Context: an optimization exercise on an open-source flow, tuned for small area and a short achievable clock period. The choices shown serve that exercise and are no tape-out recipe.
Where RTL was checked, it was by simulation tests only, not by an equivalence proof against the original.
No functional check of the RTL was part of run 7.
Power figures rest on the tool's default switching activity, not on a simulated workload.

--- design.v ---
module APB_MASTER(
    input            PCLK, PRESETn,
    input            ST, WEN,
    input      [8:0] APB_WADRS, APB_RADRS,
    input      [7:0] APB_WDATA,
    input      [7:0] PRDATA,
    output reg [7:0] RHI,
    output reg [31:0] RLO,
    output reg [7:0] WHI, WLO,
    output reg [7:0] PWDATA,
    output reg       PSLVERR,
    output reg [7:0] APB_RDATA_OUT
);
reg setup;    
reg free;     
reg pwrite;   
reg aerr;     
reg rdacc;    
reg erracc;   
wire       take = PRESETn & ST & ~setup;
wire [8:0] adr  = WEN ? APB_WADRS : APB_RADRS;
always @(posedge PCLK)
begin
    setup  <= take;
    free   <= ~take;
end
always @(posedge PCLK)
begin
    pwrite <= WEN;
    aerr   <= |adr[8:6];
    RLO    <= {{8{adr[5:4] == 2'd3}}, {8{adr[5:4] == 2'd2}},
               {8{adr[5:4] == 2'd1}}, {8{adr[5:4] == 2'd0}}} & {4{8'd1 << adr[2:0]}};
    RHI    <= (adr[7:6] == 2'b00) ? (8'd1 << adr[5:3]) : 8'd0;
    PWDATA <= (PWDATA & {8{setup}}) | (APB_WDATA & {8{free}});
end
wire go = PRESETn & setup;
always @(posedge PCLK)
begin
    rdacc  <= go & ~pwrite;
    erracc <= go & aerr;
    WHI    <= RHI & {8{go & pwrite}};
    WLO    <= RLO[31:24] | RLO[23:16] | RLO[15:8] | RLO[7:0];
end
always @(posedge PCLK)
begin
    if (!PRESETn)
        APB_RDATA_OUT <= 8'd0;
    else if (rdacc)
        APB_RDATA_OUT <= PRDATA;
end
always @(posedge PCLK)
    PSLVERR <= PRESETn & ((setup & aerr) | erracc);
endmodule
module APB_SLAVE(
    input            PCLK, PRESETn,
    input      [7:0] RHI,
    input      [31:0] RLO,
    input      [7:0] WHI, WLO,
    input      [7:0] PWDATA,
    output reg [7:0] PRDATA
);
reg [7:0] mem [0:63];
integer g, j;
always @(posedge PCLK)
begin
    for (g = 0; g < 8; g = g + 1)
        for (j = 0; j < 8; j = j + 1)
            if (PRESETn & WHI[g] & WLO[j])
                mem[8*g+j] <= PWDATA;
end
reg [7:0] grp [0:7];
reg [7:0] rd;
always @(*)
begin
    for (g = 0; g < 8; g = g + 1)
    begin
        grp[g] = 8'd0;
        for (j = 0; j < 8; j = j + 1)
            grp[g] = grp[g] | ({8{RLO[8*(g/2)+j]}} & mem[8*g+j]);
    end
    rd = 8'd0;
    for (g = 0; g < 8; g = g + 1)
        rd = rd | ({8{RHI[g]}} & grp[g]);
end
always @(posedge PCLK)
    PRDATA <= rd;
endmodule
module APB_TOP(
    input PCLK, PRESETn,
    input ST, WEN,
    input [8:0] APB_WADRS, APB_RADRS,
    input [7:0] APB_WDATA,
    output [7:0] APB_RDATA_OUT,
    output PSLVERR
);
    wire [7:0] RHI;         
    wire [31:0] RLO;        
    wire [7:0] WHI, WLO;    
    wire [7:0] PWDATA, PRDATA;
    APB_MASTER MASTER_INST (
        .PCLK(PCLK),
        .PRESETn(PRESETn),
        .ST(ST),
        .WEN(WEN),
        .APB_WADRS(APB_WADRS),
        .APB_RADRS(APB_RADRS),
        .APB_WDATA(APB_WDATA),
        .PRDATA(PRDATA),
        .RHI(RHI),
        .RLO(RLO),
        .WHI(WHI),
        .WLO(WLO),
        .PWDATA(PWDATA),
        .PSLVERR(PSLVERR),
        .APB_RDATA_OUT(APB_RDATA_OUT)
    );
    APB_SLAVE SLAVE_INST (
        .PCLK(PCLK),
        .PRESETn(PRESETn),
        .RHI(RHI),
        .RLO(RLO),
        .WHI(WHI),
        .WLO(WLO),
        .PWDATA(PWDATA),
        .PRDATA(PRDATA)
    );
endmodule
--- flow/run.sh ---
#!/bin/bash
set -euo pipefail
sed "s|CLKGATE_MAP_FILE= |CLKGATE_MAP_FILE= MATCH_CELL_FOOTPRINT=0 'BUFFER_PORTS_ARGS=-buffer_cell sky130_fd_sc_hd__buf_2' 'CTS_ARGS=-sink_clustering_enable -repair_clock_nets -sink_clustering_size 25 -sink_clustering_max_diameter 80 -dont_use_dummy_load' |" standard.sh > own_standard.sh
grep -q MATCH_CELL_FOOTPRINT=0 own_standard.sh
bash own_standard.sh > own_flow.log 2>&1
--- standard.sh ---
#!/bin/bash
# synth_recipe.tcl (not shown) runs the flow's synth.tcl, then flattens the netlist and writes it again
# the make line also repeats each setting of config.mk as NAME=value (left out here)
make -C /OpenROAD-flow-scripts/flow DESIGN_CONFIG=/design/flow/config.mk WORK_HOME=/design/flow/orfs CLKGATE_MAP_FILE= SYNTH_SCRIPT=/design/flow/synth_recipe.tcl "${@:-finish}"
--- config.mk ---
export PLATFORM = sky130hd
export DESIGN_NAME = APB_TOP
export DESIGN_NICKNAME = APB_TOP
export VERILOG_FILES = /design/flow/design.v
export SDC_FILE = /design/flow/constraint.sdc
export NUM_CORES = 4
export LEC_CHECK = 0
export CAP_MARGIN = 20
export CORE_MARGIN = 2
export CORE_UTILIZATION = 40
export SETUP_SLACK_MARGIN = 1.15
export SLEW_MARGIN = 20
--- constraint.sdc ---
create_clock -name core_clock -period 2.7 [get_ports {PCLK}]
set_input_delay 0.5400 -clock core_clock [delete_from_list [all_inputs] [get_ports {PCLK}]]
set_output_delay 0.5400 -clock core_clock [all_outputs]
set_load 0.01 [all_outputs]
==> metrics.md, run 1 <==
| Metric | Value |
|---|---|
| Run status | `timing/DRC/antenna clean` |
| Fmax achieved | `618 MHz` |
| Source-to-sink clock delay at the later pin of the worst-skew pair | `approximately 0.62 ns` |
| Global-route usage over all layers | `19.5%` |
| Min cycle time layout | `1.62 ns` |
| Number of buffers and inverters on the critical path | `1` |
| Post-synthesis sequential area ratio | `79.6%` |
| Num rows | `84` |
| Synth cell types | `29` |
| Hold bufs inserted after CTS | `0` |
| Cell family with the largest share of critical-path delay | `compound AO/OA/AOI/OAI gates` |
| Hold path startpoint | `APB_WDATA[0]` |
| Die outline height | `236 um` |
| I/O pin cnt | `39` |
| Slowest stage delay, CP | `0.41 ns` |
| Period utilization | `59.9%` |
| Synthesized netlist cell count | `roughly 1200` |
| Bufs on Longest Clock Path | `3` |
| Maximum number of pins on one net before global-route repair | `54` |
| TritonCTS buffer count | `28` |
| Startpoint of the worst register-to-register path | `MASTER_INST.RLO[4]` |
| Layout Cell Area excl Fill | `0.0235 mm2` |
| Power Dens Cells | `659 mW/mm2` |
| Endpoint arrival time on the critical path | `2.07 ns` |
| Endpoints failing setup | `0` |
| Cell with the most instances on the worst path | `sky130_fd_sc_hd__nand4_1` |
| Post-synth net total | `~1300` |
| Number of global-route vias before repair | `11400` |
| Routed vias | `11700` |
| Per-cell via count in the routed design | `6.08` |
| Filler cell count in the final layout | `4563` |
| Nets@finish | `1271` |
| Final number of max-transition violations | `0` |
| Total wire length after detailed routing | `approximately 55000 um` |
| Drc violations | `0` |
| Max Cap Viol | `0` |
| Number of endpoints with negative hold slack in the final report | `0` |
| Initial core utilization | `40.7%` |
| RSZ-0062 raised after global routing | `true` |
| Relative max-transition margin | `46.2%` |
| CTS sink cnt | `approximately 600` |
| Number of buffer cells added on primary ports | `38` |
| Crit-path cells | `buf_4, a22oi_1, nand4_1, a22oi_2, nand4_1` |
| Routability-driven placement congestion ratio | `slightly above 0.9` |
| First-pass GRT wire length | `roughly 79000 um` |
| Max Clock Skew | `0.0558 ns` |
| Req. time, crit path | `between 3 and 4 ns` |
| Area of the placeable core | `0.0529 mm2` |
| Startpoint class of the critical path | `flip-flop` |
| Dpl cell area | `roughly 0.022 mm2` |
| Post-Syn Area | `0.0215 mm2` |
| Antenna violations before repair | `4` |
| Synthesized area per cell | `17.4 um2` |
| Number of antenna-violating nets in the routed design | `0` |
| Clock-pin transition on the worst setup and hold timing paths | `0.10 ns` |
| Leakage power | `7.31 nW` |
| Horiz. Die Dim | `236 um` |
| TritonCTS clock tree | `built` |
| Hold Crit Class | `in -> reg` |
| Maximum fanout along the worst path | `7` |
| Maximum level of the CTS H-tree | `1` |
| Proportion of layout cells with a drive suffix above 1 | `19.1%` |
| Remaining global-route overflow | `0` |
| Type of destination of the critical path | `flip-flop` |
| Cell count after placement | `1889` |
| Mean routed wirelength per cell | `28.7 um` |
| TritonRoute pass-1 iters | `5` |
| HPWL Detailed | `36300 um` |
| Number of design-rule violations left by the first detailed-router iteration | `1603` |
| Total negative slack | `0 ns` |
| Worst Hold Margin | `0.127 ns` |
| CP max stage cell | `sky130_fd_sc_hd__dfxtp_4` |
| VDD IR max | `0.511 mV` |
| Area of the die | `0.0556 mm2` |
| Syn. warnings | `4` |
| Clock root buffer | `sky130_fd_sc_hd__clkbuf_16` |
| Fin cells | `1931` |
| Slew of the pin with the lowest slew margin | `roughly 0.81 ns` |
| Area added between synthesis and finish | `9.05%` |
| Setup crit start | `MASTER_INST.RLO[4]` |
| End-of-flow core utilization | `about 44%` |
| Kind of critical path | `reg -> reg` |
| Yosys reg bits | `599` |
-- state kept, by name (all words and copies together), names as in the netlist --
register                   count
MASTER_INST.PSLVERR            1
MASTER_INST.rdacc              1
MASTER_INST.aerr               1
MASTER_INST.RHI                8
MASTER_INST.setup              1
MASTER_INST.pwrite             1
MASTER_INST.free               1
MASTER_INST.erracc             1
SLAVE_INST.PRDATA              8
MASTER_INST.APB_RDATA_OUT      8
MASTER_INST.WHI                8
MASTER_INST.PWDATA             8
SLAVE_INST.mem               512
MASTER_INST.RLO               32
MASTER_INST.WLO                8
-- repair_timing --
action | 4_1_cts | 5_1_grt
pin swaps | 7 | 20
gates resized for setup | 80 | 46
endpoints found under the hold margin | 0 | 0
endpoints found under the setup margin | 410 | 23
setup buffers | 6 | 4
-- report_power, final --
| part | switching, mW | leakage (nW) | internal (mW) |
|---|---|---|---|
| Sequential | 0.255 | 5.35 | 10.1 |
| Combinational | 0.366 | 1.62 | 0.183 |
| Clock | 2.67 | 0.345 | 1.85 |
| Total | 3.29 | 7.31 | 12.2 |
-- through the flow --
step / setup WS, ns / total power, mW
3_5_place_dp: 0.671 / 11.1
4_1_cts: 1.03 / 15.5
6_report: 1.08 / 15.5
3_3_place_gp: 0.666 / 11.1
2_1_floorplan: 1.16 / 10.7
5_1_grt: 1.06 / 15.8
-- final timing paths --
check | to | slack (ns) | depth (start not counted)
worst max-delay path | SLAVE_INST.PRDATA[0] | 1.08 | 5
worst min-delay path | MASTER_INST.PWDATA[0] | 0.13 | 2
worst max register to register | SLAVE_INST.PRDATA[0] | 1.08 | 5
worst min register to register | MASTER_INST.rdacc | 0.43 | 1
-- cells by family after synthesis --
kind of cell	Yosys count	share of synthesized area, %
buffers and inverters	89	2.66
and+or+nand+nor	228	6.07
muxes	16	0.843
DFF	599	79.6
AOI/OAI and AO/OA	303	10.8
-- area by class of cell --
| type | instances | area (um2) | share of cell area [%] |
|---|---|---|---|
| flip-flops and latches | 599 | 17200 | 73.5 |
| clock buffers | 28 | 701 | 2.99 |
| multi-input cells | 547 | 4070 | 17.4 |
| inverters | 4 | 15.0 | 0.0640 |
| repair buffers | 61 | 552 | 2.35 |
| well taps | 688 | 861 | 3.67 |
| diodes | 4 | 10.0 | 0.0427 |
-- cell usage in the layout, fill, tap and decap left out, types with 8 or more instances in the layout --
cell / count
sky130_fd_sc_hd__clkbuf_16: 28
sky130_fd_sc_hd__buf_12: 10
sky130_fd_sc_hd__mux2i_1: 10
sky130_fd_sc_hd__a22oi_1: 246
sky130_fd_sc_hd__a22o_1: 8
sky130_fd_sc_hd__a22oi_2: 43
sky130_fd_sc_hd__or4_1: 8
sky130_fd_sc_hd__nand2_1: 18
sky130_fd_sc_hd__dfxtp_2: 35
sky130_fd_sc_hd__buf_4: 11
sky130_fd_sc_hd__and3_1: 35
sky130_fd_sc_hd__buf_2: 29
sky130_fd_sc_hd__dfxtp_4: 22
sky130_fd_sc_hd__dfxtp_1: 30
sky130_fd_sc_hd__buf_6: 11
sky130_fd_sc_hd__nor2_1: 41
sky130_fd_sc_hd__nand4_1: 72
sky130_fd_sc_hd__and2_1: 8
sky130_fd_sc_hd__and3_2: 31
sky130_fd_sc_hd__edfxtp_1: 512
sky130_fd_sc_hd__nor2b_1: 8
-- cells in the mapped netlist --
cell type	number	area share (%)
sky130_fd_sc_hd__o32ai_2	4	0.30
sky130_fd_sc_hd__inv_1	4	0.070
sky130_fd_sc_hd__nor2_1	41	0.72
sky130_fd_sc_hd__clkbuf_1	14	0.24
sky130_fd_sc_hd__o31ai_4	1	0.099
sky130_fd_sc_hd__a22o_1	8	0.33
sky130_fd_sc_hd__and2_1	8	0.23
sky130_fd_sc_hd__or4_1	8	0.28
sky130_fd_sc_hd__nand4_1	72	2.1
sky130_fd_sc_hd__mux2i_2	1	0.064
sky130_fd_sc_hd__nand2_2	2	0.058
sky130_fd_sc_hd__mux2i_1	10	0.47
sky130_fd_sc_hd__buf_4	9	0.31
sky130_fd_sc_hd__or2b_1	1	0.035
sky130_fd_sc_hd__or3b_4	1	0.052
sky130_fd_sc_hd__nand2_4	2	0.10
sky130_fd_sc_hd__nand2_1	18	0.31
sky130_fd_sc_hd__edfxtp_1	512	71
sky130_fd_sc_hd__buf_6	21	1.1
sky130_fd_sc_hd__mux2i_4	1	0.10
sky130_fd_sc_hd__dfxtp_1	87	8.1
sky130_fd_sc_hd__or2_2	1	0.029
sky130_fd_sc_hd__a22oi_1	289	10
sky130_fd_sc_hd__buf_1	4	0.070
sky130_fd_sc_hd__nor2b_1	8	0.23
sky130_fd_sc_hd__and3_1	66	1.9
sky130_fd_sc_hd__buf_2	37	0.86
sky130_fd_sc_hd__mux2_2	4	0.21
sky130_fd_sc_hd__a21o_1	1	0.035
-- layer usage --
metal  track usage, %  vias to the layer above  share of wire, %
li1                 -                     5041                 -
met1             28.0                     6105                43
met2             29.8                      521                46
met3             4.35                       76               8.2
met4             5.39                        2               2.9
met5                0                        -              0.13
==> run 2, diff against run 1 <==
--- a/config.mk
+++ b/config.mk
@@ -8,5 +8,5 @@
 export CAP_MARGIN = 20
 export CORE_MARGIN = 2
 export CORE_UTILIZATION = 40
-export SETUP_SLACK_MARGIN = 1.15
+export SETUP_SLACK_MARGIN = 1.0
 export SLEW_MARGIN = 20
==> run 2 against run 1 <==
  * Die area unchanged
  * Setup slack got worse by 0.080 ns
  * Power increased by 0.94%
  * Sequential power is essentially flat
  * Synthesized area unchanged
  * Global-route usage down 0.12 points
  * Largest power group unchanged
  * Non-clock buffer count fell by 14
  * Via count down 0.54%
==> metrics.md, run 2 <==
| Metric | Value |
|---|---|
| RSZ-0062 raised after global routing | `false` |
| I/O pin cnt | `39` |
| Kind of critical path | `reg -> reg` |
| Fmax achieved | `589 MHz` |
| VDD IR max | `0.573 mV` |
| Remaining global-route overflow | `0` |
| Commonest non-fill, non-tap cell in the layout | `sky130_fd_sc_hd__edfxtp_1` |
| Proportion of layout cells with a drive suffix above 1 | `12.1%` |
| Post-synth net total | `1265` |
| End point of the critical path | `SLAVE_INST.PRDATA[2]` |
| Source-to-sink clock delay at the later pin of the worst-skew pair | `a little over 0.6 ns` |
| Synthesized netlist cell count | `1235` |
| Per-cell via count in the routed design | `6.09` |
| Share of synthesized cell area in and, or, nand and nor gates | `6.07%` |
| Number of antenna-violating nets in the routed design | `0` |
| Adder-cell share of the synthesized area | `0%` |
| Area of the placeable core | `0.0529 mm2` |
| Startpoint of the worst register-to-register path | `MASTER_INST.RLO[21]` |
| Maximum level of the CTS H-tree | `1` |
| Dominant cell by count in the synthesized netlist | `sky130_fd_sc_hd__edfxtp_1` |
| Post-synthesis sequential area ratio | `79.6%` |
| Hold bufs inserted after CTS | `0` |
| CP max stage cell | `sky130_fd_sc_hd__dfxtp_2` |
| Worst R2R Setup Slack | `between 1 and 1.5 ns` |
| Area added between synthesis and finish | `7.21%` |
| Startpoint class of the critical path | `flip-flop` |
| Routability-driven placement congestion ratio | `0.906` |
| XOR/XNOR Fraction of Synth Area | `0%` |
| Req. time, crit path | `between 3 and 4 ns` |
| HPWL Detailed | `35200 um` |
| Regs by FF count | `SLAVE_INST.mem x512, MASTER_INST.RLO x32` |
| Number of buffer cells added on primary ports | `38` |
| TritonCTS buffer count | `30` |
| Max Clock Skew | `around 0.053 ns` |
| Drc violations | `0` |
| Number of endpoints with negative hold slack in the final report | `0` |
| Period utilization | `between 60% and 70%` |
| Initial core utilization | `40.7%` |
| TritonCTS clock tree | `built` |
| Number of design-rule violations left by the first detailed-router iteration | `1516` |
| Slew of the pin with the lowest slew margin | `0.871 ns` |
| Area fraction of the dominant cell type after synthesis | `71.5%` |
| Horiz. Die Dim | `236 um` |
| Max reg flops | `512` |
| Run status | `timing/DRC/antenna clean` |
| Overall power | `15.6 mW` |
| Slowest stage delay, CP | `0.46 ns` |
| Proportion of register bits with asynchronous set or reset after synthesis | `0%` |
| Clock root buffer | `sky130_fd_sc_hd__clkbuf_16` |
| Routed vias | `11700` |
| Mux cell area share after synthesis | `less than 1%` |
| Max Cap Viol | `0` |
| Type of destination of the critical path | `flip-flop` |
| Relative max-transition margin | `41.9%` |
| Bufs on Longest Clock Path | `3` |
| Leakage power | `7.24 nW` |
| Hold Crit Class | `in -> reg` |
| Synth cell types | `29` |
| Total wire length after detailed routing | `54900 um` |
| Commonest cells after routing, fill and taps aside | `sky130_fd_sc_hd__edfxtp_1 (512), sky130_fd_sc_hd__a22oi_1 (275), sky130_fd_sc_hd__nand4_1 (72)` |
| Yosys reg bits | `between 500 and 600` |
| CTS sink cnt | `599` |
| Top flip-flop cell by instance count after synthesis | `sky130_fd_sc_hd__edfxtp_1` |
| Path length in cells of the critical path | `4` |
| Largest Register | `SLAVE_INST.mem` |
| Number of buffers and inverters on the critical path | `0` |
| TritonRoute pass-1 iters | `5` |
| Crit-path cells | `a22oi_1, nand4_1, a22oi_2, nand4_1` |
| Global-route usage over all layers | `about a fifth` |
| Nets@finish | `between 1000 and 1500` |
| Maximum fanout along the worst path | `17` |
| Die outline height | `236 um` |
| Cell type with the highest aggregate area in the netlist | `sky130_fd_sc_hd__edfxtp_1` |
| Post-synthesis compound-gate area fraction | `10.8%` |
| Setup crit start | `MASTER_INST.RLO[21]` |
| Power Dens Cells | `677 mW/mm2` |
| Mean routed wirelength per cell | `28.6 um` |
| Maximum number of pins on one net before global-route repair | `78` |
| Endpoints failing setup | `0` |
| Clock-pin transition on the worst setup and hold timing paths | `approximately 0.1 ns` |
| Antenna violations before repair | `3` |
| Most used standard cells in the synthesized netlist | `sky130_fd_sc_hd__edfxtp_1 (512), sky130_fd_sc_hd__a22oi_1 (289), sky130_fd_sc_hd__dfxtp_1 (87)` |
| Min cycle time layout | `between 1.5 and 2 ns` |
| Endpoint arrival time on the critical path | `2.16 ns` |
| Number of global-route vias before repair | `11400` |
| First-pass GRT wire length | `roughly 80000 um` |
| Dominant combinational cell family by area after synthesis | `compound AO/OA/AOI/OAI gates` |
| Post-Syn Area | `0.0215 mm2` |
| Area of the die | `0.0556 mm2` |
| EDFF count, synth | `512` |
| Cell family with the largest share of critical-path delay | `compound AO/OA/AOI/OAI gates` |
| Ranking of synthesized cells by area | `sky130_fd_sc_hd__edfxtp_1 (71%), sky130_fd_sc_hd__a22oi_1 (10%), sky130_fd_sc_hd__dfxtp_1 (8.1%), sky130_fd_sc_hd__nand4_1 (2.1%), sky130_fd_sc_hd__and3_1 (1.9%)` |
| Syn. warnings | `4` |
| Number of cell instances on the worst register-to-register path | `4` |
| Cell with the most instances on the worst path | `sky130_fd_sc_hd__nand4_1` |
| Terminus of the critical flop-to-flop path | `SLAVE_INST.PRDATA[2]` |
| Synthesized area per cell | `around 17 um2` |
| Num rows | `84` |
| Final number of max-transition violations | `0` |
| Total negative slack | `0 ns` |
[run 2: changes by cell type in the layout (fill, tap and decap cells not counted), moves of 2 or more]
cell,delta
sky130_fd_sc_hd__diode_2,-2
sky130_fd_sc_hd__buf_4,-10
sky130_fd_sc_hd__and3_1,+31
sky130_fd_sc_hd__buf_2,+9
sky130_fd_sc_hd__a22oi_2,-29
sky130_fd_sc_hd__dfxtp_4,-17
sky130_fd_sc_hd__clkbuf_16,+2
sky130_fd_sc_hd__a22oi_1,+29
sky130_fd_sc_hd__dfxtp_1,+16
sky130_fd_sc_hd__buf_6,-11
sky130_fd_sc_hd__buf_12,-2
sky130_fd_sc_hd__and3_2,-31
[run 2: how the worst min path moves through the flow]
| stage | end | start | slack [ns] | cells past startpoint |
|---|---|---|---|---|
| floorplan | MASTER_INST.rdacc | MASTER_INST.pwrite | 0.38 | 1 |
| global placement | MASTER_INST.rdacc | MASTER_INST.pwrite | 0.39 | 1 |
| detailed placement | MASTER_INST.rdacc | MASTER_INST.pwrite | 0.39 | 1 |
| CTS | MASTER_INST.PWDATA[2] | APB_WDATA[2] | 0.12 | 2 |
| global route | MASTER_INST.PWDATA[2] | APB_WDATA[2] | 0.14 | 2 |
| finish | MASTER_INST.PWDATA[2] | APB_WDATA[2] | 0.14 | 2 |
[run 2: metrics by stage]
step / worst slack [ns] / cells / utilization [%] / instance area, um2 / hold WS [ns]
final: 1.00 / 1917 / 43.6 / 23100 / 0.139
after global routing: 1.00 / 1917 / 43.6 / 23100 / 0.140
after CTS: 0.976 / 1915 / 43.5 / 23000 / 0.120
after detailed placement: 0.611 / 1885 / 42.0 / 22200 / 0.394
after global placement: 0.629 / 1885 / 42.0 / 22200 / 0.394
after floorplan: 1.08 / 1235 / - / 21500 / 0.383
[run 2: routing by layer]
metal | vias up | share of wire, % | GRT usage, %
met2 | 558 | 46 | 30.2
li1 | 5004 | - | -
met1 | 6027 | 42 | 27.1
met4 | 0 | 2.9 | 5.79
met5 | - | 0 | 0
met3 | 92 | 9.1 | 4.44
[run 2: layout make-up]
cell class | count | area, um2
antenna | 2 | 5.00
fill | 4571 | 29800
sequential | 599 | 17200
inverter | 4 | 15.0
tap | 688 | 861
multi-input combinational | 547 | 3890
clock buffer | 30 | 751
timing repair buffer | 47 | 358
[run 2: worst reg2reg max path, cell delays in order, from the launching register on]
cell,delay [ns]
sky130_fd_sc_hd__dfxtp_2,0.46
sky130_fd_sc_hd__a22oi_1,0.32
sky130_fd_sc_hd__nand4_1,0.25
sky130_fd_sc_hd__a22oi_2,0.37
sky130_fd_sc_hd__nand4_1,0.17
[run 2: repair_timing]
action	4_1_cts	5_1_grt
resized for setup	40	12
pin swaps	2	2
setup endpoints to repair	177	7
setup buffers	0	0
[run 2: logic make-up (layout without fill, tap and decap cells)]
kind of cell / after synthesis / in the layout
DFF: 599 / 599
AOI/OAI and AO/OA: 303 / 303
and+or+nand+nor: 228 / 228
buffers and inverters: 89 / 81
muxes: 16 / 16
other: 0 / 2
[run 2: where the power goes]
part | internal, mW | switching [mW] | total (mW)
registers | 10.1 | 0.241 | 10.4
logic | 0.169 | 0.370 | 0.539
clock network | 1.97 | 2.70 | 4.67
==> run 3, diff against run 2 <==
--- a/config.mk
+++ b/config.mk
@@ -8,5 +8,5 @@
 export CAP_MARGIN = 20
 export CORE_MARGIN = 2
 export CORE_UTILIZATION = 40
-export SETUP_SLACK_MARGIN = 1.0
+export SETUP_SLACK_MARGIN = 1.1
 export SLEW_MARGIN = 20
==> run 3 against run 2 <==
  * Combinational power hardly changed
  * Non-clock buffer count is 12 higher
  * Utilization is 0.43 points higher
  * Critical path type unchanged
  * Largest cell class unchanged
==> metrics.md, run 3 <==
| Metric | Value |
|---|---|
| Number of endpoints with negative hold slack in the final report | `0` |
| Area fraction of the dominant cell type after synthesis | `71.5%` |
| CP max stage cell | `sky130_fd_sc_hd__dfxtp_2` |
| Worst Hold Margin | `0.118 ns` |
| Hold Crit Class | `in -> reg` |
| Startpoint of the worst register-to-register path | `MASTER_INST.RLO[28]` |
| Synthesized netlist cell count | `1235` |
| Die outline height | `236 um` |
| Initial core utilization | `40.7%` |
| Synthesized area per cell | `17.4 um2` |
| Type of destination of the critical path | `flip-flop` |
| Total negative slack | `0 ns` |
| Slew of the pin with the lowest slew margin | `0.824 ns` |
| First-pass GRT wire length | `between 70000 and 80000 um` |
| Max Clock Skew | `a little over 0.06 ns` |
| Horiz. Die Dim | `236 um` |
| Commonest non-fill, non-tap cell in the layout | `sky130_fd_sc_hd__edfxtp_1` |
| Worst R2R Setup Slack | `around 1.1 ns` |
| Number of design-rule violations left by the first detailed-router iteration | `1601` |
| Per-cell via count in the routed design | `6.06` |
| CTS sink cnt | `about 600` |
| Period utilization | `59.5%` |
| Cell with the most instances on the worst path | `sky130_fd_sc_hd__nand4_1` |
| Dominant cell by count in the synthesized netlist | `sky130_fd_sc_hd__edfxtp_1` |
| Drc violations | `0` |
| Most used standard cells in the synthesized netlist | `sky130_fd_sc_hd__edfxtp_1 (512), sky130_fd_sc_hd__a22oi_1 (289), sky130_fd_sc_hd__dfxtp_1 (87)` |
| Total wire length after detailed routing | `55400 um` |
| Post-synthesis sequential area ratio | `79.6%` |
| Max reg flops | `512` |
| Clock root buffer | `sky130_fd_sc_hd__clkbuf_16` |
| VDD IR max | `around 0.5 mV` |
| Antenna violations before repair | `5` |
| Proportion of layout cells with a drive suffix above 1 | `17.6%` |
| Endpoint arrival time on the critical path | `2.07 ns` |
| RSZ-0062 raised after global routing | `true` |
| Overall power | `approximately 15 mW` |
| TritonCTS clock tree | `built` |
| Mean routed wirelength per cell | `28.7 um` |
| End point of the critical path | `SLAVE_INST.PRDATA[3]` |
| Maximum fanout along the worst path | `17` |
| Number of global-route vias before repair | `11300` |
| Routability-driven placement congestion ratio | `0.908` |
| Num rows | `84` |
| Hold bufs inserted after CTS | `0` |
| Cell family with the largest share of critical-path delay | `compound AO/OA/AOI/OAI gates` |
| Final number of max-transition violations | `0` |
| Area added between synthesis and finish | `8.27%` |
| Total area of multi-input combinational cells | `between 0.003 and 0.004 mm2` |
| Number of cell instances on the worst register-to-register path | `4` |
| Number of antenna-violating nets in the routed design | `0` |
| Ranking of synthesized cells by area | `sky130_fd_sc_hd__edfxtp_1 (71%), sky130_fd_sc_hd__a22oi_1 (10%), sky130_fd_sc_hd__dfxtp_1 (8.1%), sky130_fd_sc_hd__nand4_1 (2.1%), sky130_fd_sc_hd__and3_1 (1.9%)` |
| Filler cell count in the final layout | `approximately 4600` |
| Area of the die | `0.0556 mm2` |
| Source-to-sink clock delay at the later pin of the worst-skew pair | `around 0.62 ns` |
| Maximum level of the CTS H-tree | `1` |
| Min cycle time layout | `1.61 ns` |
| Number of buffers and inverters on the critical path | `0` |
| Synth cell types | `29` |
| Power Dens Cells | `664 mW/mm2` |
| Path length in cells of the critical path | `4` |
| Setup slack of the critical path after layout | `1.09 ns` |
| Fmax achieved | `622 MHz` |
| Global-route usage over all layers | `19.4%` |
| Largest Register | `SLAVE_INST.mem` |
| Top flip-flop cell by instance count after synthesis | `sky130_fd_sc_hd__edfxtp_1` |
| Relative max-transition margin | `a little under half` |
| Setup crit start | `MASTER_INST.RLO[28]` |
| EDFF count, synth | `roughly 510` |
| Routed vias | `11700` |
| Terminus of the critical flop-to-flop path | `SLAVE_INST.PRDATA[3]` |
| Bufs on Longest Clock Path | `3` |
| Req. time, crit path | `3.16 ns` |
| Yosys reg bits | `599` |
| Crit-path cells | `a22oi_1, nand4_1, a22oi_2, nand4_1` |
| HPWL Detailed | `around 36000 um` |
| Post-synth net total | `1265` |
| Kind of critical path | `reg -> reg` |
| Regs by FF count | `SLAVE_INST.mem x512, MASTER_INST.RLO x32` |
| Nets@finish | `1269` |
| I/O pin cnt | `39` |
| Proportion of register bits with asynchronous set or reset after synthesis | `0%` |
| Post-Syn Area | `0.0215 mm2` |
| TritonCTS buffer count | `28` |
| Endpoints failing setup | `0` |
| Maximum number of pins on one net before global-route repair | `54` |
| Commonest cells after routing, fill and taps aside | `sky130_fd_sc_hd__edfxtp_1 (512), sky130_fd_sc_hd__a22oi_1 (262), sky130_fd_sc_hd__nand4_1 (72)` |
| Minimum setup slack after placement | `0.671 ns` |
| TritonRoute pass-1 iters | `5` |
| Clock-pin transition on the worst setup and hold timing paths | `0.10 ns` |
| Syn. warnings | `4` |
| Startpoint class of the critical path | `flip-flop` |
| Leakage power | `7.29 nW` |
| Slowest stage delay, CP | `approximately 0.45 ns` |
| Sequential cell area | `between 0.015 and 0.02 mm2` |
| Max Cap Viol | `0` |
| Cell type with the highest aggregate area in the netlist | `sky130_fd_sc_hd__edfxtp_1` |
| Remaining global-route overflow | `0` |
| Number of buffer cells added on primary ports | `38` |
| Run status | `timing/DRC/antenna clean` |
| Area of the placeable core | `~0.053 mm2` |
==> run 3: cell counts after synthesis <==
Identical to the previous run, type by type.
==> run 3: what timing repair did <==
| item | 4_1_cts | 5_1_grt |
|---|---|---|
| setup endpoints to repair | 319 | 56 |
| pin swaps | 5 | 9 |
| buffers inserted | 3 | 5 |
| resized for setup | 63 | 33 |
==> run 3: per-stage QoR <==
step,area [um2],util [%],instances
after CTS,23100,43.7,1920
after global placement,22200,42.1,1889
after detailed placement,22200,42.1,1889
final,23300,44.1,1928
after global routing,23300,44.0,1925
after floorplan,21500,-,1235
==> run 3: worst min-delay path by stage <==
stage	slack, ns	start	cells after the start	end
after global routing	0.12	APB_WDATA[2]	2	MASTER_INST.PWDATA[2]
after global placement	0.39	MASTER_INST.pwrite	1	MASTER_INST.rdacc
after detailed placement	0.41	MASTER_INST.pwrite	1	MASTER_INST.rdacc
after floorplan	0.38	MASTER_INST.pwrite	1	MASTER_INST.rdacc
final	0.12	APB_WDATA[3]	2	MASTER_INST.PWDATA[3]
after CTS	0.11	APB_WDATA[3]	2	MASTER_INST.PWDATA[3]
==> run 3: routing by layer <==
metal	global-route usage (%)	part of all wire (%)	vias up
met3	4.27	9.0	85
met4	5.10	2.9	2
li1	-	-	5028
met1	28.2	43	6011
met5	0	0.023	-
met2	29.8	45	560
==> run 3: cell type report <==
| class | count | share of cell area [%] |
|---|---|---|
| multi-input cells | 547 | 17.1 |
| clock buffers | 28 | 3.01 |
| diodes | 3 | 0.0322 |
| inverters | 4 | 0.0645 |
| well taps | 688 | 3.70 |
| repair buffers | 59 | 2.12 |
| flip-flops and latches | 599 | 73.9 |
==> run 3: where the power goes <==
| part | switching (mW) | total [mW] | internal [mW] |
|---|---|---|---|
| Sequential | 0.257 | 10.4 | 10.1 |
| Clock | 2.67 | 4.52 | 1.85 |
| Combinational | 0.362 | 0.540 | 0.178 |
| Total | 3.29 | 15.5 | 12.2 |
==> run 3: cell families after synthesis <==
family | share of synthesized area [%]
buffers and inverters | 2.66
and+or+nand+nor | 6.07
muxes | 0.843
DFF | 79.6
AOI/OAI and AO/OA | 10.8
==> run 4, diff against run 3 <==
--- a/config.mk
+++ b/config.mk
@@ -7,6 +7,6 @@
 export LEC_CHECK = 0
 export CAP_MARGIN = 20
 export CORE_MARGIN = 2
-export CORE_UTILIZATION = 40
+export CORE_UTILIZATION = 45
 export SETUP_SLACK_MARGIN = 1.1
 export SLEW_MARGIN = 20
==> run 4 against run 3 <==
  * First-iteration DRC count down 0.69%
  * Synthesized cell count unchanged
  * Count of clock-buffer cells in the layout up 1
  * Maximum frequency up 1.2%
  * Final cell count down 4.3%
  * Die area down 11%
  * Non-clock buffer count down 7
  * Sequential share of layout area up 0.29 points
  * Critical path type unchanged
  * Critical endpoint is now SLAVE_INST.PRDATA[4]
==> metrics.md, run 4 <==
| Metric | Value |
|---|---|
| Run status | `timing/DRC/antenna clean` |
| HPWL Detailed | `34700 um` |
| Number of antenna repair diodes | `0` |
| Synthesized netlist cell count | `1235` |
| Source-to-sink clock delay at the later pin of the worst-skew pair | `0.60 ns` |
| Maximum number of pins on one net before global-route repair | `78` |
| Post-synth net total | `~1300` |
| Number of cell instances on the worst register-to-register path | `4` |
| Setup slack of the critical path after layout | `1.11 ns` |
| Horiz. Die Dim | `223 um` |
| Nets@finish | `between 1000 and 1500` |
| Relative max-transition margin | `49.9%` |
| RSZ-0062 raised after global routing | `true` |
| Worst R2R Setup Slack | `1.11 ns` |
| Cell family with the largest share of critical-path delay | `compound AO/OA/AOI/OAI gates` |
| Cell with the most instances on the worst path | `sky130_fd_sc_hd__nand4_1` |
| Startpoint class of the critical path | `flip-flop` |
| Maximum level of the CTS H-tree | `1` |
| Number of design-rule violations left by the first detailed-router iteration | `between 1500 and 2000` |
| Endpoint arrival time on the critical path | `2.05 ns` |
| First-pass GRT wire length | `approximately 78000 um` |
| Global-route usage over all layers | `21.6%` |
| Die outline height | `roughly 220 um` |
| Total wire length after detailed routing | `53900 um` |
| Clock root buffer | `sky130_fd_sc_hd__clkbuf_16` |
| Endpoints failing setup | `0` |
| Syn. warnings | `4` |
| TritonCTS buffer count | `29` |
| Number of endpoints with negative hold slack in the final report | `0` |
| Number of buffers and inverters on the critical path | `0` |
| CTS sink cnt | `599` |
| Area of the die | `between 0.04 and 0.05 mm2` |
| Type of destination of the critical path | `flip-flop` |
| Sequential cell area | `between 0.015 and 0.02 mm2` |
| TritonRoute pass-1 iters | `5` |
| Slowest stage delay, CP | `0.46 ns` |
| Mean routed wirelength per cell | `29.2 um` |
| Hold bufs inserted after CTS | `0` |
| Cell count after placement | `1812` |
| Dominant cell by count in the synthesized netlist | `sky130_fd_sc_hd__edfxtp_1` |
| Startpoint of the worst register-to-register path | `MASTER_INST.RLO[24]` |
| EDFF count, synth | `512` |
| Commonest non-fill, non-tap cell in the layout | `sky130_fd_sc_hd__edfxtp_1` |
| Cell type with the highest aggregate area in the netlist | `sky130_fd_sc_hd__edfxtp_1` |
| Proportion of register bits with asynchronous set or reset after synthesis | `0%` |
| Antenna violations before repair | `1` |
| Period utilization | `between 50% and 60%` |
| Req. time, crit path | `3.16 ns` |
| Post-synthesis sequential area ratio | `79.6%` |
| Filler cell count in the final layout | `3955` |
| Synth cell types | `29` |
| TritonCTS clock tree | `built` |
| Number of antenna-violating nets in the routed design | `0` |
| Most used standard cells in the synthesized netlist | `sky130_fd_sc_hd__edfxtp_1 (512), sky130_fd_sc_hd__a22oi_1 (289), sky130_fd_sc_hd__dfxtp_1 (87)` |
| I/O pin cnt | `39` |
| Routed vias | `11700` |
| End-of-flow core utilization | `48.9%` |
| Area added between synthesis and finish | `7.83%` |
| Bufs on Longest Clock Path | `3` |
| Regs by FF count | `SLAVE_INST.mem x512, MASTER_INST.RLO x32` |
| Min cycle time layout | `roughly 1.6 ns` |
| Path length in cells of the critical path | `4` |
| Max Clock Skew | `0.0269 ns` |
| Commonest cells after routing, fill and taps aside | `sky130_fd_sc_hd__edfxtp_1 (512), sky130_fd_sc_hd__a22oi_1 (258), sky130_fd_sc_hd__nand4_1 (72)` |
| Proportion of layout cells with a drive suffix above 1 | `17.8%` |
| Drc violations | `0` |
| VDD IR max | `between 0.4 and 0.5 mV` |
| CP max stage cell | `sky130_fd_sc_hd__dfxtp_2` |
| Maximum fanout along the worst path | `17` |
| Routability-driven placement congestion ratio | `0.910` |
| Max Cap Viol | `0` |
| Num rows | `80` |
| Per-cell via count in the routed design | `6.35` |
| Number of buffer cells added on primary ports | `38` |
| Total area of multi-input combinational cells | `0.00402 mm2` |
| Total negative slack | `0 ns` |
| Post-Syn Area | `between 0.02 and 0.025 mm2` |
| Remaining global-route overflow | `0` |
| Final number of max-transition violations | `0` |
| Crit-path cells | `a22oi_1, nand4_1, a22oi_2, nand4_1` |
| Slew of the pin with the lowest slew margin | `between 0.7 and 0.8 ns` |
| Max reg flops | `512` |
| End point of the critical path | `SLAVE_INST.PRDATA[4]` |
| Number of global-route vias before repair | `11300` |
| Fmax achieved | `630 MHz` |
| Fin cells | `1846` |
| Yosys reg bits | `599` |
| Leakage power | `about 7.3 nW` |
| Setup crit start | `MASTER_INST.RLO[24]` |
| Clock-pin transition on the worst setup and hold timing paths | `about 0.09 ns` |
| Minimum setup slack after placement | `0.467 ns` |
| Ranking of synthesized cells by area | `sky130_fd_sc_hd__edfxtp_1 (71%), sky130_fd_sc_hd__a22oi_1 (10%), sky130_fd_sc_hd__dfxtp_1 (8.1%), sky130_fd_sc_hd__nand4_1 (2.1%), sky130_fd_sc_hd__and3_1 (1.9%)` |
| Terminus of the critical flop-to-flop path | `SLAVE_INST.PRDATA[4]` |
| Initial core utilization | `45.3%` |
| Top flip-flop cell by instance count after synthesis | `sky130_fd_sc_hd__edfxtp_1` |
| Area of the placeable core | `0.0474 mm2` |
| Area fraction of the dominant cell type after synthesis | `71.5%` |
| Largest Register | `SLAVE_INST.mem` |
| Synthesized area per cell | `17.4 um2` |
| Kind of critical path | `reg -> reg` |
| Hold Crit Class | `in -> reg` |
| Power Dens Cells | `669 mW/mm2` |
run 4: cell counts after synthesis:
Identical to the previous run, type by type.
run 4: cell families (layout without fill, tap and decap cells):
| kind of cell | count (synthesis) | in the layout | synth area share, % |
|---|---|---|---|
| flip-flops | 599 | 599 | 79.6 |
| multiplexers | 16 | 16 | 0.843 |
| AO/OA/AOI/OAI | 303 | 303 | 10.8 |
| AND/OR/NAND/NOR | 228 | 228 | 6.07 |
| buffers and inverters | 89 | 85 | 2.66 |
run 4: worst reg2reg max path, stage by stage (launching register included):
cell and delay, ns:
sky130_fd_sc_hd__dfxtp_2 0.46, sky130_fd_sc_hd__a22oi_1 0.35, sky130_fd_sc_hd__nand4_1 0.22, sky130_fd_sc_hd__a22oi_2 0.30, sky130_fd_sc_hd__nand4_1 0.13
run 4: through the flow:
| step | area [um2] | power (mW) | hold slack (ns) |
|---|---|---|---|
| after floorplan | 21500 | 10.7 | 0.383 |
| after global routing | 23200 | 15.9 | 0.141 |
| after CTS | 23100 | 15.6 | 0.125 |
| final | 23200 | 15.5 | 0.148 |
| after detailed placement | 22100 | 11.1 | 0.424 |
| after global placement | 22100 | 11.1 | 0.392 |
run 4: final cells by class:
type	count	area share (%)
inverters	4	0.0647
repair buffers	52	1.92
flip-flops and latches	599	74.2
well taps	615	3.32
multi-input cells	547	17.3
clock buffers	29	3.13
run 4: worst min-delay path by stage:
stage                             from  cells after the start                     to  slack [ns]
floorplan           MASTER_INST.pwrite                      1      MASTER_INST.rdacc        0.38
global placement    MASTER_INST.pwrite                      1      MASTER_INST.rdacc        0.39
detailed placement  MASTER_INST.pwrite                      1      MASTER_INST.rdacc        0.42
CTS                       APB_WDATA[0]                      2  MASTER_INST.PWDATA[0]        0.13
global route              APB_WDATA[0]                      2  MASTER_INST.PWDATA[0]        0.14
finish                    APB_WDATA[0]                      2  MASTER_INST.PWDATA[0]        0.15
run 4: routing by layer:
metal,up-vias,global-route usage [%],part of all wire [%],wire length (um)
met5,-,0.293,0.020,11
met4,2,6.34,3.3,1770
met3,91,3.76,7.6,4100
met2,524,33.2,46,24800
met1,6079,31.7,43,23200
li1,5017,-,-,-
run 4: power breakdown:
group | total (mW) | leakage (nW) | switching [mW] | internal [mW]
Sequential | 10.4 | 5.34 | 0.252 | 10.1
Clock | 4.59 | 0.357 | 2.68 | 1.91
Combinational | 0.523 | 1.56 | 0.348 | 0.176
run 4: repair_timing:
item,CTS,global route
setup endpoints to repair,200,46
setup buffers,3,2
resized for setup,63,38
gates cloned,0,0
pin swaps,2,9
==> run 5, diff against run 4 <==
--- a/config.mk
+++ b/config.mk
@@ -7,6 +7,6 @@
 export LEC_CHECK = 0
 export CAP_MARGIN = 20
 export CORE_MARGIN = 2
-export CORE_UTILIZATION = 45
+export CORE_UTILIZATION = 35
 export SETUP_SLACK_MARGIN = 1.1
 export SLEW_MARGIN = 20
==> run 5 against run 4 <==
  * Register-to-register slack about the same
  * Wire length increased by 1.2%
  * Utilization decreased by 10 points
==> metrics.md, run 5 <==
| Metric | Value |
|---|---|
| Proportion of layout cells with a drive suffix above 1 | `around 18%` |
| Synthesized netlist cell count | `1235` |
| Maximum number of pins on one net before global-route repair | `66` |
| Req. time, crit path | `3.19 ns` |
| Drc violations | `0` |
| Remaining global-route overflow | `0` |
| HPWL Detailed | `about 36000 um` |
| Post-synth net total | `1265` |
| Clock root buffer | `sky130_fd_sc_hd__clkbuf_16` |
| Regs by FF count | `SLAVE_INST.mem x512, MASTER_INST.RLO x32` |
| Hold Crit Class | `in -> reg` |
| Relative max-transition margin | `43.5%` |
| Commonest non-fill, non-tap cell in the layout | `sky130_fd_sc_hd__edfxtp_1` |
| Combinational Power Share | `between 3 and 4%` |
| Type of destination of the critical path | `flip-flop` |
| Post-Syn Area | `0.0215 mm2` |
| I/O pin cnt | `39` |
| Maximum level of the CTS H-tree | `1` |
| Leakage power | `approximately 7.3 nW` |
| Number of endpoints with negative hold slack in the final report | `0` |
| Antenna violations before repair | `3` |
| Startpoint class of the critical path | `flip-flop` |
| Mean routed wirelength per cell | `27.1 um` |
| Routed vias | `11800` |
| Net switching power | `3.29 mW` |
| Slew of the pin with the lowest slew margin | `0.848 ns` |
| Number of antenna repair diodes | `0` |
| Crit-path cells | `buf_6, a22oi_1, nand4_1, a22oi_2, nand4_1` |
| CP max stage cell | `sky130_fd_sc_hd__dfxtp_4` |
| Internal power | `12.2 mW` |
| Hold bufs inserted after CTS | `0` |
| Sequential cell fraction of total power | `approximately 67%` |
| Worst R2R Setup Slack | `1.11 ns` |
| Min cycle time layout | `approximately 1.6 ns` |
| Most used standard cells in the synthesized netlist | `sky130_fd_sc_hd__edfxtp_1 (512), sky130_fd_sc_hd__a22oi_1 (289), sky130_fd_sc_hd__dfxtp_1 (87)` |
| End-of-flow core utilization | `38.6%` |
| Post-synthesis sequential area ratio | `79.6%` |
| CTS sink cnt | `599` |
| Largest Register | `SLAVE_INST.mem` |
| EDFF count, synth | `512` |
| Endpoints failing setup | `0` |
| Dominant cell by count in the synthesized netlist | `sky130_fd_sc_hd__edfxtp_1` |
| TritonRoute pass-1 iters | `5` |
| Horiz. Die Dim | `approximately 250 um` |
| Cell type with the highest aggregate area in the netlist | `sky130_fd_sc_hd__edfxtp_1` |
| Max Cap Viol | `0` |
| Routability-driven placement congestion ratio | `roughly 0.87` |
| Endpoint arrival time on the critical path | `2.08 ns` |
| Overall power | `15.5 mW` |
| Die outline height | `around 250 um` |
| Total wire length after detailed routing | `54600 um` |
| VDD IR max | `0.511 mV` |
| RSZ-0062 raised after global routing | `true` |
| Cell count after placement | `1983` |
| Fmax achieved | `628 MHz` |
| Yosys reg bits | `~600` |
| Minimum setup slack after placement | `0.658 ns` |
| Nets@finish | `between 1000 and 1500` |
| TritonCTS clock tree | `built` |
| Number of buffer cells added on primary ports | `38` |
| Per-cell via count in the routed design | `5.83` |
| Proportion of power drawn by the clock network | `29.3%` |
| Period utilization | `59.0%` |
| Global-route usage over all layers | `17.0%` |
| Maximum fanout along the worst path | `10` |
| Number of design-rule violations left by the first detailed-router iteration | `around 1600` |
| Run status | `timing/DRC/antenna clean` |
| Area of the placeable core | `0.0606 mm2` |
| Final number of max-transition violations | `0` |
| Number of antenna-violating nets in the routed design | `0` |
| Number of buffers and inverters on the critical path | `1` |
| Area fraction of the dominant cell type after synthesis | `between 70% and 80%` |
| Max reg flops | `512` |
| Clock-pin transition on the worst setup and hold timing paths | `~0.10 ns` |
| Syn. warnings | `4` |
| Number of global-route vias before repair | `11300` |
| Commonest cells after routing, fill and taps aside | `sky130_fd_sc_hd__edfxtp_1 (512), sky130_fd_sc_hd__a22oi_1 (260), sky130_fd_sc_hd__nand4_1 (72)` |
| Bufs on Longest Clock Path | `3` |
| Ranking of synthesized cells by area | `sky130_fd_sc_hd__edfxtp_1 (71%), sky130_fd_sc_hd__a22oi_1 (10%), sky130_fd_sc_hd__dfxtp_1 (8.1%), sky130_fd_sc_hd__nand4_1 (2.1%), sky130_fd_sc_hd__and3_1 (1.9%)` |
| Max Clock Skew | `0.0612 ns` |
| Top flip-flop cell by instance count after synthesis | `sky130_fd_sc_hd__edfxtp_1` |
| Total negative slack | `0 ns` |
| Cell with the most instances on the worst path | `sky130_fd_sc_hd__nand4_1` |
| Power Dens Cells | `660 mW/mm2` |
| Area of the die | `around 0.063 mm2` |
| TritonCTS buffer count | `28` |
| Area added between synthesis and finish | `8.85%` |
| Cell family with the largest share of critical-path delay | `compound AO/OA/AOI/OAI gates` |
| Source-to-sink clock delay at the later pin of the worst-skew pair | `0.62 ns` |
| First-pass GRT wire length | `79300 um` |
| Initial core utilization | `35.5%` |
| Setup slack of the critical path after layout | `1.11 ns` |
| Num rows | `90` |
| Kind of critical path | `reg -> reg` |
| Slowest stage delay, CP | `approximately 0.40 ns` |
| Switching part of the total power | `21.3%` |
| Proportion of register bits with asynchronous set or reset after synthesis | `0%` |
| Synthesized area per cell | `17.4 um2` |
| Fin cells | `2016` |
| Synth cell types | `29` |
[run 5: cell counts after synthesis]
Identical to the previous run, type by type.
[run 5: routing by layer]
metal	wire [um]	GRT usage, %	up-vias
met5	0	0	-
met4	1310	3.99	0
met3	4990	3.59	81
met2	24700	25.9	583
met1	23600	24.9	6071
li1	-	-	5017
[run 5: path summary, 6_finish.rpt]
check                                    startpoint                     to  cells past startpoint
worst max-delay path            MASTER_INST.RLO[25]   SLAVE_INST.PRDATA[0]                      5
worst min-delay path                   APB_WDATA[5]  MASTER_INST.PWDATA[5]                      2
worst max register to register  MASTER_INST.RLO[25]   SLAVE_INST.PRDATA[0]                      5
worst min register to register   MASTER_INST.erracc    MASTER_INST.PSLVERR                      1
[run 5: cells by family (layout without fill, tap and decap cells)]
kind of cell,after synthesis,in the layout,share of synthesized area (%)
buf+inv,89,88,2.66
compound gates,303,303,10.8
mux,16,16,0.843
simple gates,228,228,6.07
flops,599,599,79.6
[run 5: what timing repair did]
action                                  4_1_cts  5_1_grt
setup buffers                                 2        3
resized for setup                            63       40
pin swaps                                     4       10
endpoints found under the setup margin      200       31
[run 5: cell type report]
class / instances / area [um2]
clock buffer: 28 / 701
fill: 5463 / 37200
inverter: 4 / 15.0
multi-input combinational: 547 / 4010
sequential: 599 / 17200
tap: 782 / 978
timing repair buffer: 56 / 485
[run 5: per-stage QoR]
step / hold WS [ns] / area, um2
after floorplan: 0.383 / 21500
after detailed placement: 0.438 / 22400
final: 0.129 / 23400
after global routing: 0.109 / 23400
after CTS: 0.0979 / 23200
after global placement: 0.416 / 22400
[run 5: power groups by stage]
| stage | logic [mW] | registers, mW | clock network (mW) |
|---|---|---|---|
| after global placement | 0.521 | 10.6 | 0 |
| after CTS | 0.539 | 10.4 | 4.57 |
| final | 0.546 | 10.4 | 4.54 |
| after detailed placement | 0.530 | 10.6 | 0 |
| after global routing | 0.586 | 10.4 | 4.91 |
| after floorplan | 0.266 | 10.5 | 0 |
==> run 6, diff against run 5 <==
--- a/config.mk
+++ b/config.mk
@@ -7,6 +7,6 @@
 export LEC_CHECK = 0
 export CAP_MARGIN = 20
 export CORE_MARGIN = 2
-export CORE_UTILIZATION = 35
-export SETUP_SLACK_MARGIN = 1.1
+export CORE_UTILIZATION = 40
+export SETUP_SLACK_MARGIN = 1.25
 export SLEW_MARGIN = 20
==> run 6 against run 5 <==
  * Still clean on timing, DRC and antenna
  * Die area fell by 12%
  * Synthesized area did not move
  * Final area rose by 2.1%
  * Hold slack improved by 0.025 ns
  * Setup slack got worse by 0.040 ns
  * Combinational power rose by 11%
  * Non-clock buffer count rose by 28
  * Power rose by 0.26%
  * Sequential power barely moved
  * Critical endpoint unchanged
==> metrics.md, run 6 <==
| Metric | Value |
|---|---|
| Run status | `timing/DRC/antenna clean` |
| Period utilization | `between 60% and 70%` |
| End-of-flow core utilization | `45.2%` |
| Yosys reg bits | `599` |
| Number of buffer cells added on primary ports | `38` |
| Commonest cells after routing, fill and taps aside | `sky130_fd_sc_hd__edfxtp_1 (512), sky130_fd_sc_hd__a22oi_1 (211), sky130_fd_sc_hd__a22oi_2 (78)` |
| Max reg flops | `approximately 500` |
| End of the worst hold path | `MASTER_INST.PWDATA[0]` |
| Relative max-transition margin | `41.4%` |
| Fmax achieved | `612 MHz` |
| Routed vias | `about 12000` |
| Type of destination of the critical path | `flip-flop` |
| I/O pin cnt | `39` |
| Nets@finish | `between 1000 and 1500` |
| TritonCTS clock tree | `built` |
| TritonRoute pass-1 iters | `6` |
| Number of antenna-violating nets in the routed design | `0` |
| VDD IR max | `0.450 mV` |
| Regs by FF count | `SLAVE_INST.mem x512, MASTER_INST.RLO x32` |
| Maximum fanout along the worst path | `17` |
| Gr busiest metal | `met2` |
| Post-Syn Area | `0.0215 mm2` |
| Horiz. Die Dim | `236 um` |
| Area of the die | `0.0556 mm2` |
| Endpoints failing setup | `0` |
| Global-route usage over all layers | `19.9%` |
| Number of design-rule violations left by the first detailed-router iteration | `1762` |
| Endpoint arrival time on the critical path | `2.11 ns` |
| Area of the placeable core | `0.0529 mm2` |
| Area fraction of the dominant cell type after synthesis | `a little over 70%` |
| CTS sink cnt | `approximately 600` |
| Met2 track demand over resource | `31.9%` |
| Filler cell count in the final layout | `4465` |
| EDFF count, synth | `512` |
| Power Dens Cells | `between 600 and 700 mW/mm2` |
| Number of global-route vias before repair | `11700` |
| Met3 Use GR | `2.64%` |
| Max Cap Viol | `0` |
| TritonCTS buffer count | `28` |
| Source-to-sink clock delay at the later pin of the worst-skew pair | `0.60 ns` |
| Terminus of the critical flop-to-flop path | `SLAVE_INST.PRDATA[0]` |
| Proportion of layout cells with a drive suffix above 1 | `between 20% and 30%` |
| Per-cell via count in the routed design | `between 6 and 7` |
| Die outline height | `236 um` |
| Number of cell instances on the worst register-to-register path | `4` |
| Largest Register | `SLAVE_INST.mem` |
| Maximum number of pins on one net before global-route repair | `78` |
| RSZ-0062 raised after global routing | `true` |
| Mean routed wirelength per cell | `28.7 um` |
| Worst R2R Setup Slack | `1.07 ns` |
| GR met1 Demand/Resource | `28.6%` |
| Drc violations | `0` |
| First-pass GRT wire length | `between 80000 and 90000 um` |
| Most used standard cells in the synthesized netlist | `sky130_fd_sc_hd__edfxtp_1 (512), sky130_fd_sc_hd__a22oi_1 (289), sky130_fd_sc_hd__dfxtp_1 (87)` |
| Clock-pin transition on the worst setup and hold timing paths | `0.10 ns` |
| Slew of the pin with the lowest slew margin | `between 0.8 and 0.9 ns` |
| Ranking of synthesized cells by area | `sky130_fd_sc_hd__edfxtp_1 (71%), sky130_fd_sc_hd__a22oi_1 (10%), sky130_fd_sc_hd__dfxtp_1 (8.1%), sky130_fd_sc_hd__nand4_1 (2.1%), sky130_fd_sc_hd__and3_1 (1.9%)` |
| Hold path startpoint | `APB_WDATA[0]` |
| Post-synth net total | `1265` |
| Remaining global-route overflow | `0` |
| Antenna violations before repair | `1` |
| Startpoint class of the critical path | `flip-flop` |
| Total negative slack | `0 ns` |
| Min cycle time layout | `1.63 ns` |
| Proportion of register bits with asynchronous set or reset after synthesis | `0%` |
| Area added between synthesis and finish | `11.1%` |
| Final number of max-transition violations | `0` |
| Max Clock Skew | `0.0480 ns` |
| Commonest non-fill, non-tap cell in the layout | `sky130_fd_sc_hd__edfxtp_1` |
| Cell type with the highest aggregate area in the netlist | `sky130_fd_sc_hd__edfxtp_1` |
| Req. time, crit path | `about 3.2 ns` |
| Total wire length after detailed routing | `between 50000 and 60000 um` |
| Dominant cell by count in the synthesized netlist | `sky130_fd_sc_hd__edfxtp_1` |
| Synth cell types | `29` |
| Number of antenna repair diodes | `0` |
| Number of endpoints with negative hold slack in the final report | `0` |
| Initial core utilization | `between 40% and 50%` |
| Syn. warnings | `4` |
| Kind of critical path | `reg -> reg` |
| Top flip-flop cell by instance count after synthesis | `sky130_fd_sc_hd__edfxtp_1` |
| Maximum level of the CTS H-tree | `1` |
| Synthesized area per cell | `17.4 um2` |
| Worst hold path stage count | `2` |
| Startpoint of the worst register-to-register path | `MASTER_INST.RLO[6]` |
| Hold Crit Class | `in -> reg` |
| Synthesized netlist cell count | `1235` |
| Num rows | `84` |
| Leakage power | `7.39 nW` |
| Routability-driven placement congestion ratio | `slightly above 0.9` |
| Post-synthesis sequential area ratio | `slightly below 80%` |
| Bufs on Longest Clock Path | `3` |
| HPWL Detailed | `34900 um` |
| Clock root buffer | `sky130_fd_sc_hd__clkbuf_16` |
run 6: cell count changes in the layout (fill, tap and decap cells not counted), moves of 12 or more:
cell                      delta
sky130_fd_sc_hd__a22oi_1    -49
sky130_fd_sc_hd__and3_4     +30
sky130_fd_sc_hd__a22oi_2    +49
sky130_fd_sc_hd__and3_2     -25
sky130_fd_sc_hd__buf_4      +26
sky130_fd_sc_hd__dfxtp_4    +12
run 6: power breakdown:
group | total [mW] | switching, mW | internal, mW
registers | 10.3 | 0.207 | 10.1
clock network | 4.55 | 2.70 | 1.85
logic | 0.607 | 0.421 | 0.185
run 6: worst max-delay path by stage:
stage / startpoint / end / slack, ns / cells past startpoint
finish: MASTER_INST.RLO[6] / SLAVE_INST.PRDATA[0] / 1.07 / 4
global route: MASTER_INST.APB_RDATA_OUT[1] / APB_RDATA_OUT[1] / 1.05 / 1
global placement: MASTER_INST.RLO[24] / SLAVE_INST.PRDATA[0] / 0.73 / 4
CTS: MASTER_INST.APB_RDATA_OUT[1] / APB_RDATA_OUT[1] / 1.05 / 1
floorplan: MASTER_INST.PWDATA[0] / SLAVE_INST.mem[0][0] / 1.27 / 0
detailed placement: MASTER_INST.RLO[24] / SLAVE_INST.PRDATA[0] / 0.73 / 4
run 6: per-layer routing:
layer  vias up  wire length, um
met3        90             4770
met1      6091            23500
met4         0             1570
met5         -                0
li1       5073                -
met2       621            26100
run 6: area by class of cell:
type	count	area, um2	area share, %
Sequential cell	599	17300	72.2
Clock buffer	28	701	2.93
Timing Repair Buffer	84	692	2.90
Tap cell	688	861	3.60
Multi-Input combinational cell	547	4370	18.3
Inverter	4	15.0	0.0628
run 6: critical path, stage by stage, from the launching register on:
cell	delay, ns
sky130_fd_sc_hd__dfxtp_4	0.45
sky130_fd_sc_hd__a22oi_1	0.30
sky130_fd_sc_hd__nand4_1	0.25
sky130_fd_sc_hd__a22oi_2	0.35
sky130_fd_sc_hd__nand4_1	0.14
run 6: cells by family (layout without fill, tap and decap cells):
kind of cell,Yosys count,count (layout),synth area share [%]
flip-flops,599,599,79.6
buffers and inverters,89,116,2.66
multiplexers,16,16,0.843
AO/OA/AOI/OAI,303,303,10.8
AND/OR/NAND/NOR,228,228,6.07
run 6: per-stage QoR:
stage               area (um2)  total power, mW  setup slack, ns  hold slack (ns)  cells
floorplan                21700             10.8             1.27            0.383   1235
global placement         22300             11.1            0.733            0.421   1888
detailed placement       22300             11.1            0.729            0.424   1888
CTS                      23700             15.5             1.05            0.135   1946
global route             23900             15.9             1.05            0.143   1950
finish                   23900             15.5             1.07            0.154   1950
run 6: what timing repair did:
action / in CTS / in global routing
cloned: 0 / 0
pin swaps: 26 / 35
hold buffers: 0 / 0
setup endpoints to repair: 490 / 47
buffers inserted: 30 / 4
resized for setup: 141 / 42
==> run 7, diff against run 6 <==
--- a/design.v
+++ b/design.v
@@ -4,7 +4,7 @@
     input      [8:0] APB_WADRS, APB_RADRS,
     input      [7:0] APB_WDATA,
     input      [7:0] PRDATA,
-    output reg [7:0] RHI,
+    output reg [1:0] RHI,
     output reg [31:0] RLO,
     output reg [7:0] WHI, WLO,
     output reg [7:0] PWDATA,
@@ -30,7 +30,7 @@
     aerr   <= |adr[8:6];
     RLO    <= {{8{adr[5:4] == 2'd3}}, {8{adr[5:4] == 2'd2}},
                {8{adr[5:4] == 2'd1}}, {8{adr[5:4] == 2'd0}}} & {4{8'd1 << adr[2:0]}};
-    RHI    <= (adr[7:6] == 2'b00) ? (8'd1 << adr[5:3]) : 8'd0;
+    RHI    <= (adr[7:6] == 2'b00) ? {adr[3], ~adr[3]} : 2'b00;
     PWDATA <= (PWDATA & {8{setup}}) | (APB_WDATA & {8{free}});
 end
 wire go = PRESETn & setup;
@@ -38,7 +38,9 @@
 begin
     rdacc  <= go & ~pwrite;
     erracc <= go & aerr;
-    WHI    <= RHI & {8{go & pwrite}};
+    WHI    <= {RHI[1], RHI[0], RHI[1], RHI[0], RHI[1], RHI[0], RHI[1], RHI[0]}
+              & {{2{|RLO[31:24]}}, {2{|RLO[23:16]}}, {2{|RLO[15:8]}}, {2{|RLO[7:0]}}}
+              & {8{go & pwrite}};
     WLO    <= RLO[31:24] | RLO[23:16] | RLO[15:8] | RLO[7:0];
 end
 always @(posedge PCLK)
@@ -53,7 +55,7 @@
 endmodule
 module APB_SLAVE(
     input            PCLK, PRESETn,
-    input      [7:0] RHI,
+    input      [1:0] RHI,
     input      [31:0] RLO,
     input      [7:0] WHI, WLO,
     input      [7:0] PWDATA,
@@ -80,7 +82,7 @@
     end
     rd = 8'd0;
     for (g = 0; g < 8; g = g + 1)
-        rd = rd | ({8{RHI[g]}} & grp[g]);
+        rd = rd | ({8{RHI[g%2]}} & grp[g]);
 end
 always @(posedge PCLK)
     PRDATA <= rd;
@@ -93,7 +95,7 @@
     output [7:0] APB_RDATA_OUT,
     output PSLVERR
 );
-    wire [7:0] RHI;         
+    wire [1:0] RHI;         
     wire [31:0] RLO;        
     wire [7:0] WHI, WLO;    
     wire [7:0] PWDATA, PRDATA;
--- a/config.mk
+++ b/config.mk
@@ -8,5 +8,5 @@
 export CAP_MARGIN = 20
 export CORE_MARGIN = 2
 export CORE_UTILIZATION = 40
-export SETUP_SLACK_MARGIN = 1.25
+export SETUP_SLACK_MARGIN = 1.0
 export SLEW_MARGIN = 20
==> run 7 against run 6 <==
  * Still clean on timing, DRC and antenna
  * Setup slack got worse by 0.19 ns
  * Die area down 0.21%
  * Power is 0.30% higher
  * Register-to-register slack worse by 0.19 ns
  * Flip-flop and latch count fell by 6
  * Clock power increased by 2%
  * Wire length increased by 3.0%
  * Maximum frequency down 10%
==> metrics.md, run 7 <==
| Metric | Value |
|---|---|
| Run status | `timing/DRC/antenna clean` |
| Global-route usage over all layers | `20.4%` |
| Final number of max-transition violations | `0` |
| Number of antenna repair diodes | `0` |
| Proportion of register bits with asynchronous set or reset after synthesis | `0%` |
| Routability-driven placement congestion ratio | `0.947` |
| Nets@finish | `1275` |
| Number of endpoints with negative hold slack in the final report | `0` |
| Number of global-route vias before repair | `11400` |
| TritonCTS clock tree | `built` |
| I/O pin cnt | `39` |
| Dominant cell by count in the synthesized netlist | `sky130_fd_sc_hd__edfxtp_1` |
| TritonRoute pass-1 iters | `5` |
| Leakage power | `7.65 nW` |
| RSZ-0062 raised after global routing | `true` |
| Synth cell types | `35` |
| Endpoints failing setup | `0` |
| Req. time, crit path | `3.18 ns` |
| Total area of multi-input combinational cells | `0.00410 mm2` |
| Max Clock Skew | `between 0.07 and 0.08 ns` |
| Slew of the pin with the lowest slew margin | `0.796 ns` |
| Endpoint arrival time on the critical path | `2.30 ns` |
| Routed vias | `11900` |
| Synthesized netlist cell count | `1212` |
| Fmax achieved | `549 MHz` |
| Post-synth net total | `1242` |
| CTS sink cnt | `roughly 590` |
| Mean routed wirelength per cell | `29.9 um` |
| Synthesized area per cell | `about 18 um2` |
| Cell type with the highest aggregate area in the netlist | `sky130_fd_sc_hd__edfxtp_1` |
| Hold bufs inserted after CTS | `0` |
| Max Cap Viol | `0` |
| Post-synthesis sequential area ratio | `about four fifths` |
| Most used standard cells in the synthesized netlist | `sky130_fd_sc_hd__edfxtp_1 (512), sky130_fd_sc_hd__a22oi_1 (214), sky130_fd_sc_hd__dfxtp_1 (81)` |
| Die outline height | `roughly 240 um` |
| Regs by FF count | `SLAVE_INST.mem x512, MASTER_INST.RLO x32` |
| Initial core utilization | `40.7%` |
| Largest Register | `SLAVE_INST.mem` |
| Drc violations | `0` |
| Num rows | `84` |
| Maximum number of pins on one net before global-route repair | `42` |
| Number of buffer cells added on primary ports | `38` |
| Slowest stage delay, CP | `0.51 ns` |
| Antenna violations before repair | `1` |
| Relative max-transition margin | `46.8%` |
| Period utilization | `67.4%` |
| Hold Crit Class | `in -> reg` |
| Maximum fanout along the worst path | `3` |
| Worst Hold Margin | `0.133 ns` |
run 7: cell types whose count changed in the layout (fill, tap and decap cells not counted), moves of 11 or more:
cell                      before  now
sky130_fd_sc_hd__nor2_1       41   54
sky130_fd_sc_hd__a22oi_1     211  200
sky130_fd_sc_hd__o41ai_2       0   14
sky130_fd_sc_hd__a22o_1        8   24
sky130_fd_sc_hd__and3_4       30    0
sky130_fd_sc_hd__buf_6        13    1
sky130_fd_sc_hd__nand4_1      72   50
sky130_fd_sc_hd__and3_1       29   64
sky130_fd_sc_hd__a22oi_2      78   24
run 7: routing by layer:
metal  global-route usage (%)  vias up  wire length (um)
met5                        0        -                52
met4                     8.53        2              2600
met3                     4.42      123              4890
met2                     31.3      567             26300
met1                     28.2     6188             23900
li1                         -     4997                 -
run 7: final timing paths:
path	end	cells past startpoint	from	slack, ns
setup / recovery	SLAVE_INST.PRDATA[1]	5	MASTER_INST.RLO[8]	0.88
hold / removal	MASTER_INST.PWDATA[4]	2	APB_WDATA[4]	0.13
setup reg to reg	SLAVE_INST.PRDATA[1]	5	MASTER_INST.RLO[8]	0.88
hold reg to reg	MASTER_INST.PSLVERR	1	MASTER_INST.erracc	0.42
run 7: per-stage QoR:
stage               power [mW]  utilization (%)  setup WS, ns  instances  area (um2)
floorplan                 10.7                -          1.07       1212       21500
global placement          11.1             41.9         0.502       1879       22100
detailed placement        11.1             41.9         0.549       1879       22100
CTS                       15.5             44.0         0.978       1917       23200
global route              15.9             44.5         0.880       1931       23500
finish                    15.5             44.5         0.879       1931       23500
run 7: kinds of logic (layout without fill, tap and decap cells):
family                 after synthesis  in the layout  share of synthesized area [%]
flip-flops                         593            593                           79.2
buffers and inverters               82            113                           3.03
multiplexers                        15             15                          0.717
AND/OR/NAND/NOR                    235            235                           5.98
AO/OA/AOI/OAI                      287            287                           11.1
run 7: repair_timing:
action | in CTS | in global routing
pin swaps | 14 | 17
setup buffers | 9 | 14
endpoints found under the setup margin | 13 | 11
gates resized for setup | 81 | 25
run 7: where the power goes:
part	leakage (nW)	internal, mW	switching, mW
combinational	2.00	0.208	0.421
clock	0.357	1.91	2.71
sequential	5.29	10.0	0.245
total	7.65	12.2	3.37
run 7: cell type report:
| class | instances | share of cell area [%] |
|---|---|---|
| clock buffers | 29 | 3.09 |
| inverters | 3 | 0.0480 |
| multi-input cells | 537 | 17.5 |
| flip-flops and latches | 593 | 72.9 |
| well taps | 688 | 3.67 |
| repair buffers | 81 | 2.79 |
run 7: critical path: cells and delay by family, from the launching register on:
kind            cells  cell delay [ns]
buf+inv             1             0.13
simple gates        2             0.50
compound gates      2             0.69
flops               1             0.37

## static timing again, ports no longer ideal
In the flow no input, the clock included, has a driving cell. The finished layouts below were timed again as built, in two steps. Step 1 sets driving cells, clkbuf_16 on the clock port and buf_2 on the other inputs (assumed; they add their load-dependent delay and slew). Step 2, shift: input delay + t, output delay - t, t = (earliest + latest rising clock arrival at the registers) / 2. This alone moves slack from input paths to output paths. a / b / c = ideal ports / drivers / drivers and shift; a / b = the first two.
| run | t (ns) | setup slack, ns |
|---|---|---|
| run 1 | 0.655 | 1.082 / 1.026 / 0.677 |
| run 2 | 0.642 | 1.002 / 0.993 / 0.516 |
| run 3 | 0.653 | 1.094 / 1.033 / 0.659 |
| run 4 | 0.647 | 1.113 / 1.054 / 0.568 |
| run 5 | 0.651 | 1.106 / 1.078 / 0.534 |
| run 6 | 0.642 | 1.066 / 1.023 / 0.711 |
| run 7 | 0.645 | 0.879 / 0.879 / 0.732 |
After both steps every run listed still meets setup and hold.
